Context: an optimization exercise on an open-source flow, tuned for small area. The choices shown serve that exercise and are no tape-out recipe.
RTL that was checked went through simulation tests only; none was proved equivalent to the original.
Power figures rest on the tool's default switching activity, not on a simulated workload.

==> inputs of run a <==
Design anti_theft_fsm, start of the top module:
module anti_theft_fsm(input clk, input [4:0]btn, input [3:0]time_value,
input [1:0]time_parameter_selector, input ignition, input reset, output [1:0]led, output power, output [6:0]seg, output [3:0]an);
==> module main_fsm, before the edit <==
module main_fsm(input clk, input reset, input reprogram, input driver, input passenger,
	input ignition, input one_hz, input expired,
	output reg [2:0] state, output reg [1:0] led, output reg start_timer,
	output reg timer_reset, output reg [1:0] ctype);
	wire [2:0] state_n;
	wire [1:0] led_n, ctype_n;
	wire start_n, treset_n;
	fsm_next nx(.state(state), .led(led), .reset(reset), .reprogram(reprogram),
		.driver(driver), .passenger(passenger), .ignition(ignition), .one_hz(one_hz),
		.expired(expired), .state_n(state_n), .led_n(led_n), .start_n(start_n),
		.treset_n(treset_n), .ctype_n(ctype_n));
	always @(posedge clk) begin
		state <= state_n;
		led <= led_n;
		start_timer <= start_n;
		timer_reset <= treset_n;
		ctype <= ctype_n;
	end
endmodule
==> module fsm_next, before the edit <==
module fsm_next(state, led, reset, reprogram, driver, passenger, ignition, one_hz, expired, state_n, led_n, start_n, treset_n, ctype_n);
	input [2:0] state;
	input [1:0] led;
	input reset;
	input reprogram;
	input driver;
	input passenger;
	input ignition;
	input one_hz;
	input expired;
	output [2:0] state_n;
	output [1:0] led_n;
	output start_n;
	output treset_n;
	output [1:0] ctype_n;
	wire _00_;
	wire _01_;
	wire _02_;
	wire _03_;
	wire _04_;
	wire _05_;
	wire _06_;
	wire _07_;
	wire _08_;
	wire _09_;
	wire _10_;
	wire _11_;
	wire _12_;
	wire _13_;
	wire _14_;
	wire _15_;
	wire _16_;
	wire _17_;
	wire _18_;
	wire _19_;
	wire _20_;
	wire _21_;
	assign _00_ = ~state[2];
	assign _01_ = ~state[1];
	assign _02_ = ~(state[0] | state[1]);
	assign _03_ = ~((passenger | driver) & _02_);
	assign _04_ = ~(~driver & state[2]);
	assign _05_ = ~((passenger & _00_) | state[0] | _01_ | driver);
	assign start_n = ~((state[2] | _03_) & ~_05_);
	assign _06_ = ~((state[2] | expired) & _04_);
	assign _07_ = ~((state[2] | expired) & _04_ & state[0]);
	assign _08_ = ~(state[0] & state[1]);
	assign _09_ = ~(state[0] & state[1] & expired);
	assign _10_ = _00_ & ignition & _08_;
	assign _11_ = ~((state[0] & state[1] & expired) | _10_ | reset);
	assign _12_ = ~(reprogram & _07_);
	assign _13_ = ~((start_n | _12_) & _11_);
	assign state_n[1] = ~((_01_ & _07_) | _13_);
	assign _14_ = ~(_03_ & _10_);
	assign _15_ = ~(_00_ | state[0] | state[1] | ignition);
	assign _16_ = ~((start_n & _14_) | _15_);
	assign treset_n = (state[0] & _10_) | reprogram | reset;
	assign _17_ = ~(state[0] & _06_ & _09_);
	assign state_n[0] = ~((reset | _16_) & (treset_n | _17_));
	assign _18_ = ~(~one_hz & led[0]);
	assign _19_ = ~(~led[0] & one_hz);
	assign led_n[0] = ~((_02_ & _18_ & _19_) | reset | state[2]);
	assign _20_ = ~((_03_ & _10_) | _15_);
	assign state_n[2] = ~((_00_ | _13_) & (_20_ | reset));
	assign led_n[1] = _00_ & state[1] & _11_;
	assign ctype_n[1] = ~((driver & _01_) | state[2]);
	assign _21_ = ~(driver | state[1]);
	assign ctype_n[0] = ~(state[2] | _21_);
endmodule
==> module fuel_pump, before the edit <==
module fuel_pump(input clk, input reset, input ignition, input hidden, input brake,
	output reg power);
	reg [1:0] fp;
	always @(posedge clk) begin
		power <= !reset && fp[1];
		if (reset) fp <= 2'b00;
		else if (fp[1]) begin
			if (!ignition) fp <= 2'b00;
		end else if (fp[0]) begin
			if (hidden && brake) fp <= 2'b10;
		end else if (ignition) fp <= 2'b01;
	end
endmodule
==> module refresh, before the edit <==
module refresh(input clk, input reset, output reg [1:0] digit);
	localparam [17:0] RP = 18'b101010101010101010;   
	reg [17:0] rf;
	wire [17:0] rr = rf ^ RP;                   
	wire rz = (rr[16:0] == 17'd0);
	wire wrap = rz & rr[17];                    
	wire [17:0] nx = {~rf[16:0], RP[0] ^ rr[17] ^ rr[10] ^ rz};
	always @(posedge clk) begin
		rf <= nx;
		if (reset) begin
			rf[0] <= RP[0];
			rf[8] <= RP[8];
			rf[16] <= RP[16];
		end
		if (reset) digit <= 2'b00;
		else digit <= digit + wrap;
	end
endmodule
==> module anti_theft_fsm, before the edit <==
module anti_theft_fsm(input clk, input [4:0]btn, input [3:0]time_value,
input [1:0]time_parameter_selector, input ignition, input reset, output [1:0]led, output power, output [6:0]seg, output [3:0]an);
wire reprogram, hidden, driver, brake, passenger;
btn_debounce d0(.clk(clk), .reset(reset), .in(btn[0]), .clean(reprogram));
btn_debounce d1(.clk(clk), .reset(reset), .in(btn[1]), .clean(hidden));
btn_debounce d2(.clk(clk), .reset(reset), .in(btn[2]), .clean(driver));
btn_debounce d3(.clk(clk), .reset(reset), .in(btn[3]), .clean(brake));
btn_debounce d4(.clk(clk), .reset(reset), .in(btn[4]), .clean(passenger));
wire [1:0] ctype;
wire [3:0] amount, ic;
wire [2:0] state;
wire start_timer, timer_reset, one_hz, expired;
wire [1:0] digit;
time_params tp(.clk(clk), .reset(reset), .reprogram(reprogram), .sel(time_parameter_selector),
	.value(time_value), .rsel(ctype), .amount(amount));
timer t(.clk(clk), .reset(reset), .start_timer(start_timer), .timer_reset(timer_reset),
	.amount(amount), .one_hz(one_hz), .expired(expired), .ic(ic));
main_fsm f(.clk(clk), .reset(reset), .reprogram(reprogram), .driver(driver), .passenger(passenger),
	.ignition(ignition), .one_hz(one_hz), .expired(expired), .state(state), .led(led),
	.start_timer(start_timer), .timer_reset(timer_reset), .ctype(ctype));
fuel_pump fp(.clk(clk), .reset(reset), .ignition(ignition), .hidden(hidden), .brake(brake), .power(power));
refresh r(.clk(clk), .reset(reset), .digit(digit));
display ds(.digit(digit), .state(state), .ic(ic), .an(an), .seg(seg));
endmodule
clock: 10.0 ns
lec_check: 0
cap_margin: 20
core_margin: 2
core_utilization: 70
slew_margin: 20
standard.sh (not shown) runs the stock make flow with config.mk's settings and CLKGATE_MAP_FILE= SYNTH_SCRIPT=/design/flow/synth_recipe.tcl, a recipe that flattens the netlist after the stock synthesis.
==> flow/flow/run.sh <==
#!/bin/bash
# The standard layout (standard.sh) with three changes:
# - synthesis maps logic with an area-oriented ABC script (flow/synth.tcl);
# - port buffers use the smallest buffer;
# - the clock tree uses small clock buffers and no dummy balancing loads.
# make's output goes to flow_make.log; each tool's log is under orfs/logs/.
set -euo pipefail
HERE=$(pwd)
export CTS_ARGS="-sink_clustering_enable -repair_clock_nets -dont_use_dummy_load -buf_list sky130_fd_sc_hd__clkbuf_4"
export BUFFER_PORTS_ARGS="-buffer_cell sky130_fd_sc_hd__buf_1"
sed "s|SYNTH_SCRIPT=[^ ]*|SYNTH_SCRIPT=$HERE/flow/synth.tcl|" standard.sh > own_standard.sh
grep -q "SYNTH_SCRIPT=$HERE/flow/synth.tcl" own_standard.sh
bash own_standard.sh > flow_make.log 2>&1
==> flow/flow/area.abc <==
strash
&get -n
&dch -f
&nf -R 1000
&put
==> flow/flow/synth.tcl <==
# synth_recipe.tcl with one change: the technology-mapping ABC call uses an
# area-oriented script (flow/area.abc) instead of ORFS's speed script. The
# flip-flops are mapped before ABC runs, so the registers are unchanged.
set ::my_abc_script [file join [file dirname [file normalize [info script]]] area.abc]
proc synth {args} { yosys synth -nofsm -noshare {*}$args }
proc abc {args} {
  set i [lsearch -exact $args -script]
  if { $i >= 0 } { set args [lreplace $args [expr {$i + 1}] [expr {$i + 1}] $::my_abc_script] }
  yosys abc {*}$args
}
source $::env(SCRIPTS_DIR)/synth.tcl
# left out here: clear keep_hierarchy, flatten, clean up, hide names made inside functions, write 1_2_yosys.v
==> run b (differences from run a) <==
--- a/flow/design.v
+++ b/flow/design.v
@@ -61,11 +61,8 @@
 	input ignition, input one_hz, input expired,
-	output reg [2:0] state, output reg [1:0] led, output reg start_timer,
-	output reg timer_reset, output reg [1:0] ctype);
-	wire [2:0] state_n;
-	wire [1:0] led_n, ctype_n;
-	wire start_n, treset_n;
+	output reg [2:0] state, output reg [1:0] led, output reg [2:0] tcmd);
+	wire [2:0] state_n, tcmd_n;
+	wire [1:0] led_n;
 	fsm_next nx(.state(state), .led(led), .reset(reset), .reprogram(reprogram),
 		.driver(driver), .passenger(passenger), .ignition(ignition), .one_hz(one_hz),
-		.expired(expired), .state_n(state_n), .led_n(led_n), .start_n(start_n),
-		.treset_n(treset_n), .ctype_n(ctype_n));
+		.expired(expired), .state_n(state_n), .led_n(led_n), .tcmd_n(tcmd_n));
 	always @(posedge clk) begin
@@ -73,8 +70,6 @@
 		led <= led_n;
-		start_timer <= start_n;
-		timer_reset <= treset_n;
-		ctype <= ctype_n;
-	end
-endmodule
-module fsm_next(state, led, reset, reprogram, driver, passenger, ignition, one_hz, expired, state_n, led_n, start_n, treset_n, ctype_n);
+		tcmd <= tcmd_n;
+	end
+endmodule
+module fsm_next(state, led, reset, reprogram, driver, passenger, ignition, one_hz, expired, state_n, led_n, tcmd_n);
 	input [2:0] state;
@@ -90,5 +85,3 @@
 	output [1:0] led_n;
-	output start_n;
-	output treset_n;
-	output [1:0] ctype_n;
+	output [2:0] tcmd_n;
 	wire _00_;
@@ -115,33 +108,40 @@
 	wire _21_;
+	wire _22_;
+	wire _23_;
+	wire _24_;
+	wire _25_;
 	assign _00_ = ~state[2];
 	assign _01_ = ~state[1];
-	assign _02_ = ~(state[0] | state[1]);
-	assign _03_ = ~((passenger | driver) & _02_);
-	assign _04_ = ~(~driver & state[2]);
-	assign _05_ = ~((passenger & _00_) | state[0] | _01_ | driver);
-	assign start_n = ~((state[2] | _03_) & ~_05_);
-	assign _06_ = ~((state[2] | expired) & _04_);
-	assign _07_ = ~((state[2] | expired) & _04_ & state[0]);
-	assign _08_ = ~(state[0] & state[1]);
-	assign _09_ = ~(state[0] & state[1] & expired);
-	assign _10_ = _00_ & ignition & _08_;
-	assign _11_ = ~((state[0] & state[1] & expired) | _10_ | reset);
-	assign _12_ = ~(reprogram & _07_);
-	assign _13_ = ~((start_n | _12_) & _11_);
-	assign state_n[1] = ~((_01_ & _07_) | _13_);
-	assign _14_ = ~(_03_ & _10_);
-	assign _15_ = ~(_00_ | state[0] | state[1] | ignition);
-	assign _16_ = ~((start_n & _14_) | _15_);
-	assign treset_n = (state[0] & _10_) | reprogram | reset;
-	assign _17_ = ~(state[0] & _06_ & _09_);
-	assign state_n[0] = ~((reset | _16_) & (treset_n | _17_));
-	assign _18_ = ~(~one_hz & led[0]);
-	assign _19_ = ~(~led[0] & one_hz);
-	assign led_n[0] = ~((_02_ & _18_ & _19_) | reset | state[2]);
-	assign _20_ = ~((_03_ & _10_) | _15_);
-	assign state_n[2] = ~((_00_ | _13_) & (_20_ | reset));
-	assign led_n[1] = _00_ & state[1] & _11_;
-	assign ctype_n[1] = ~((driver & _01_) | state[2]);
-	assign _21_ = ~(driver | state[1]);
-	assign ctype_n[0] = ~(state[2] | _21_);
+	assign _02_ = ~(passenger & _00_);
+	assign _03_ = ~(driver | state[0]);
+	assign _04_ = ~(state[1] & _02_ & _03_);
+	assign _05_ = ~(state[0] | state[1]);
+	assign _06_ = ~((state[1] | _03_) & _04_);
+	assign _07_ = ~((passenger | _06_) & _05_ & _00_);
+	assign tcmd_n[2] = ~(_04_ & _07_);
+	assign _08_ = state[2] ? driver : expired;
+	assign _09_ = ~(state[0] & _08_);
+	assign _10_ = ~(reset | reprogram);
+	assign _11_ = ~((tcmd_n[2] | _10_) & state[1]);
+	assign _12_ = ~(state[0] & state[1]);
+	assign _13_ = ~(ignition & _12_);
+	assign _14_ = ~((state[0] & state[1] & expired) | reset);
+	assign _15_ = ~((state[2] | _13_) & _14_);
+	assign state_n[1] = ~((_09_ & _11_) | _15_);
+	assign _16_ = ~((state[1] | reset) & _15_);
+	assign _17_ = ~((state[2] | _13_) & state[0]);
+	assign _18_ = ~(state[2] & _05_);
+	assign _19_ = ~((reprogram | _08_ | _17_) & (_18_ | ignition));
+	assign state_n[0] = (tcmd_n[2] | _19_) & _16_;
+	assign _20_ = ~(~one_hz & led[0]);
+	assign _21_ = ~(~led[0] & one_hz);
+	assign led_n[0] = ~((_05_ & _20_ & _21_) | reset | state[2]);
+	assign _22_ = ~(~state_n[0] & ignition);
+	assign _23_ = ~((state[2] & reprogram) | reset);
+	assign _24_ = ~((_12_ & _23_) | state_n[0] | state_n[1]);
+	assign state_n[2] = ~((_00_ & _22_) | _24_);
+	assign led_n[1] = ~(state[2] | _01_ | _15_);
+	assign _25_ = ~(_00_ & _06_ & _17_);
+	assign tcmd_n[0] = ~((tcmd_n[2] | _10_) & _25_);
+	assign tcmd_n[1] = ~((driver & _01_) | state[2]);
 endmodule
@@ -152,8 +152,4 @@
 		power <= !reset && fp[1];
-		if (reset) fp <= 2'b00;
-		else if (fp[1]) begin
-			if (!ignition) fp <= 2'b00;
-		end else if (fp[0]) begin
-			if (hidden && brake) fp <= 2'b10;
-		end else if (ignition) fp <= 2'b01;
+		fp[1] <= !reset && fp[0] && (fp[1] ? ignition : (hidden && brake));
+		fp[0] <= !reset && (ignition || (fp[0] && !fp[1]));
 	end
@@ -161,14 +157,11 @@
 module refresh(input clk, input reset, output reg [1:0] digit);
-	localparam [17:0] RP = 18'b101010101010101010;   
 	reg [17:0] rf;
-	wire [17:0] rr = rf ^ RP;                   
-	wire rz = (rr[16:0] == 17'd0);
-	wire wrap = rz & rr[17];                    
-	wire [17:0] nx = {~rf[16:0], RP[0] ^ rr[17] ^ rr[10] ^ rz};
-	always @(posedge clk) begin
-		rf <= nx;
+	wire rz = (rf[16:0] == 17'd0);
+	wire wrap = rz & rf[17];                    
+	always @(posedge clk) begin
+		rf <= {rf[16:0], rf[17] ^ rf[10] ^ rz};
 		if (reset) begin
-			rf[0] <= RP[0];
-			rf[8] <= RP[8];
-			rf[16] <= RP[16];
+			rf[0] <= 1'b0;
+			rf[8] <= 1'b0;
+			rf[16] <= 1'b0;
 		end
@@ -231,10 +224,10 @@
 btn_debounce d4(.clk(clk), .reset(reset), .in(btn[4]), .clean(passenger));
-wire [1:0] ctype;
+wire [2:0] tcmd;
 wire [3:0] amount, ic;
 wire [2:0] state;
-wire start_timer, timer_reset, one_hz, expired;
+wire one_hz, expired;
 wire [1:0] digit;
 time_params tp(.clk(clk), .reset(reset), .reprogram(reprogram), .sel(time_parameter_selector),
-	.value(time_value), .rsel(ctype), .amount(amount));
-timer t(.clk(clk), .reset(reset), .start_timer(start_timer), .timer_reset(timer_reset),
+	.value(time_value), .rsel(tcmd[1:0]), .amount(amount));
+timer t(.clk(clk), .reset(reset), .start_timer(tcmd[2]), .timer_reset(tcmd[0]),
 	.amount(amount), .one_hz(one_hz), .expired(expired), .ic(ic));
@@ -242,3 +235,3 @@
 	.ignition(ignition), .one_hz(one_hz), .expired(expired), .state(state), .led(led),
-	.start_timer(start_timer), .timer_reset(timer_reset), .ctype(ctype));
+	.tcmd(tcmd));
 fuel_pump fp(.clk(clk), .reset(reset), .ignition(ignition), .hidden(hidden), .brake(brake), .power(power));
==> flow/flow/area.abc (replaced) <==
strash
dch -f
amap
CORE_UTILIZATION = 80   (was 70)
==> run summary <==
                                                                              run a               run b
Static Leak                                                                1.727 nW            1.639 nW
Number of inserted filler cells in the final layout                             371                 205
Reported clock group power                                                 0.218 mW            0.223 mW
Share of the final layout cell area in sequential cells                      0.6386              0.6486
Largest fanout on the critical path                                               6                  10
Clock Sink Count                                                                128                 127
Worst setup skew after layout                                              30.60 ps            34.56 ps
Final standard cell count with taps included and fillers excluded               481                 473
Setup slack after placement                                                 5721 ps             5811 ps
Combined global-route utilization of all metal layers                        0.2287              0.3023
Number of cells on the critical path                                             10                   9
Start of the worst register-to-register path                       r.rf[13]$_DFF_P_  f.state[2]$_DFF_P_
Skew-Pair Late Insertion Delay                                               480 ps              490 ps
Combinational power                                                        0.162 mW            0.234 mW
Fraction of power consumed by the clock network                               0.211               0.201
Sequential cells                                                                128                 127
Outcome                                            no timing/DRC/antenna violations  no timing/DRC/antenna violations
Critical path's largest stage delay                                          360 ps              540 ps
Vias after detailed routing                                                   2,595               2,803
Worst-Margin Slew                                                          696.8 ps            921.6 ps
Total internal power                                                      0.7506 mW           0.7653 mW
Only the layout flow was run in run a; the RTL was not checked for function there.

==> port drivers added, routing unchanged <==
No port has a modelled driver above. Below, the same layouts with a new extraction and two added sets of constraints.
Step 1: set_driving_cell puts a clkbuf_16 on clk and a buf_2 on each other input, an assumption about the parent block.
Step 2 moves the port delays by t, midway between the first and last clock arrival at a register: inputs arrive t later, outputs are due t later. That takes back most of the time a late clock gives input paths.
Slacks: no drivers / after step 1 / after step 2; pairs: no drivers / after step 1.
run	t, ns	slack for setup (ns)	worst setup path after step 2
run a	0.495	5.205 / 5.178 / 5.674	register to output
run b	0.510	5.236 / 5.206 / 5.714	input to register
After both steps setup and hold are still met in every run listed.
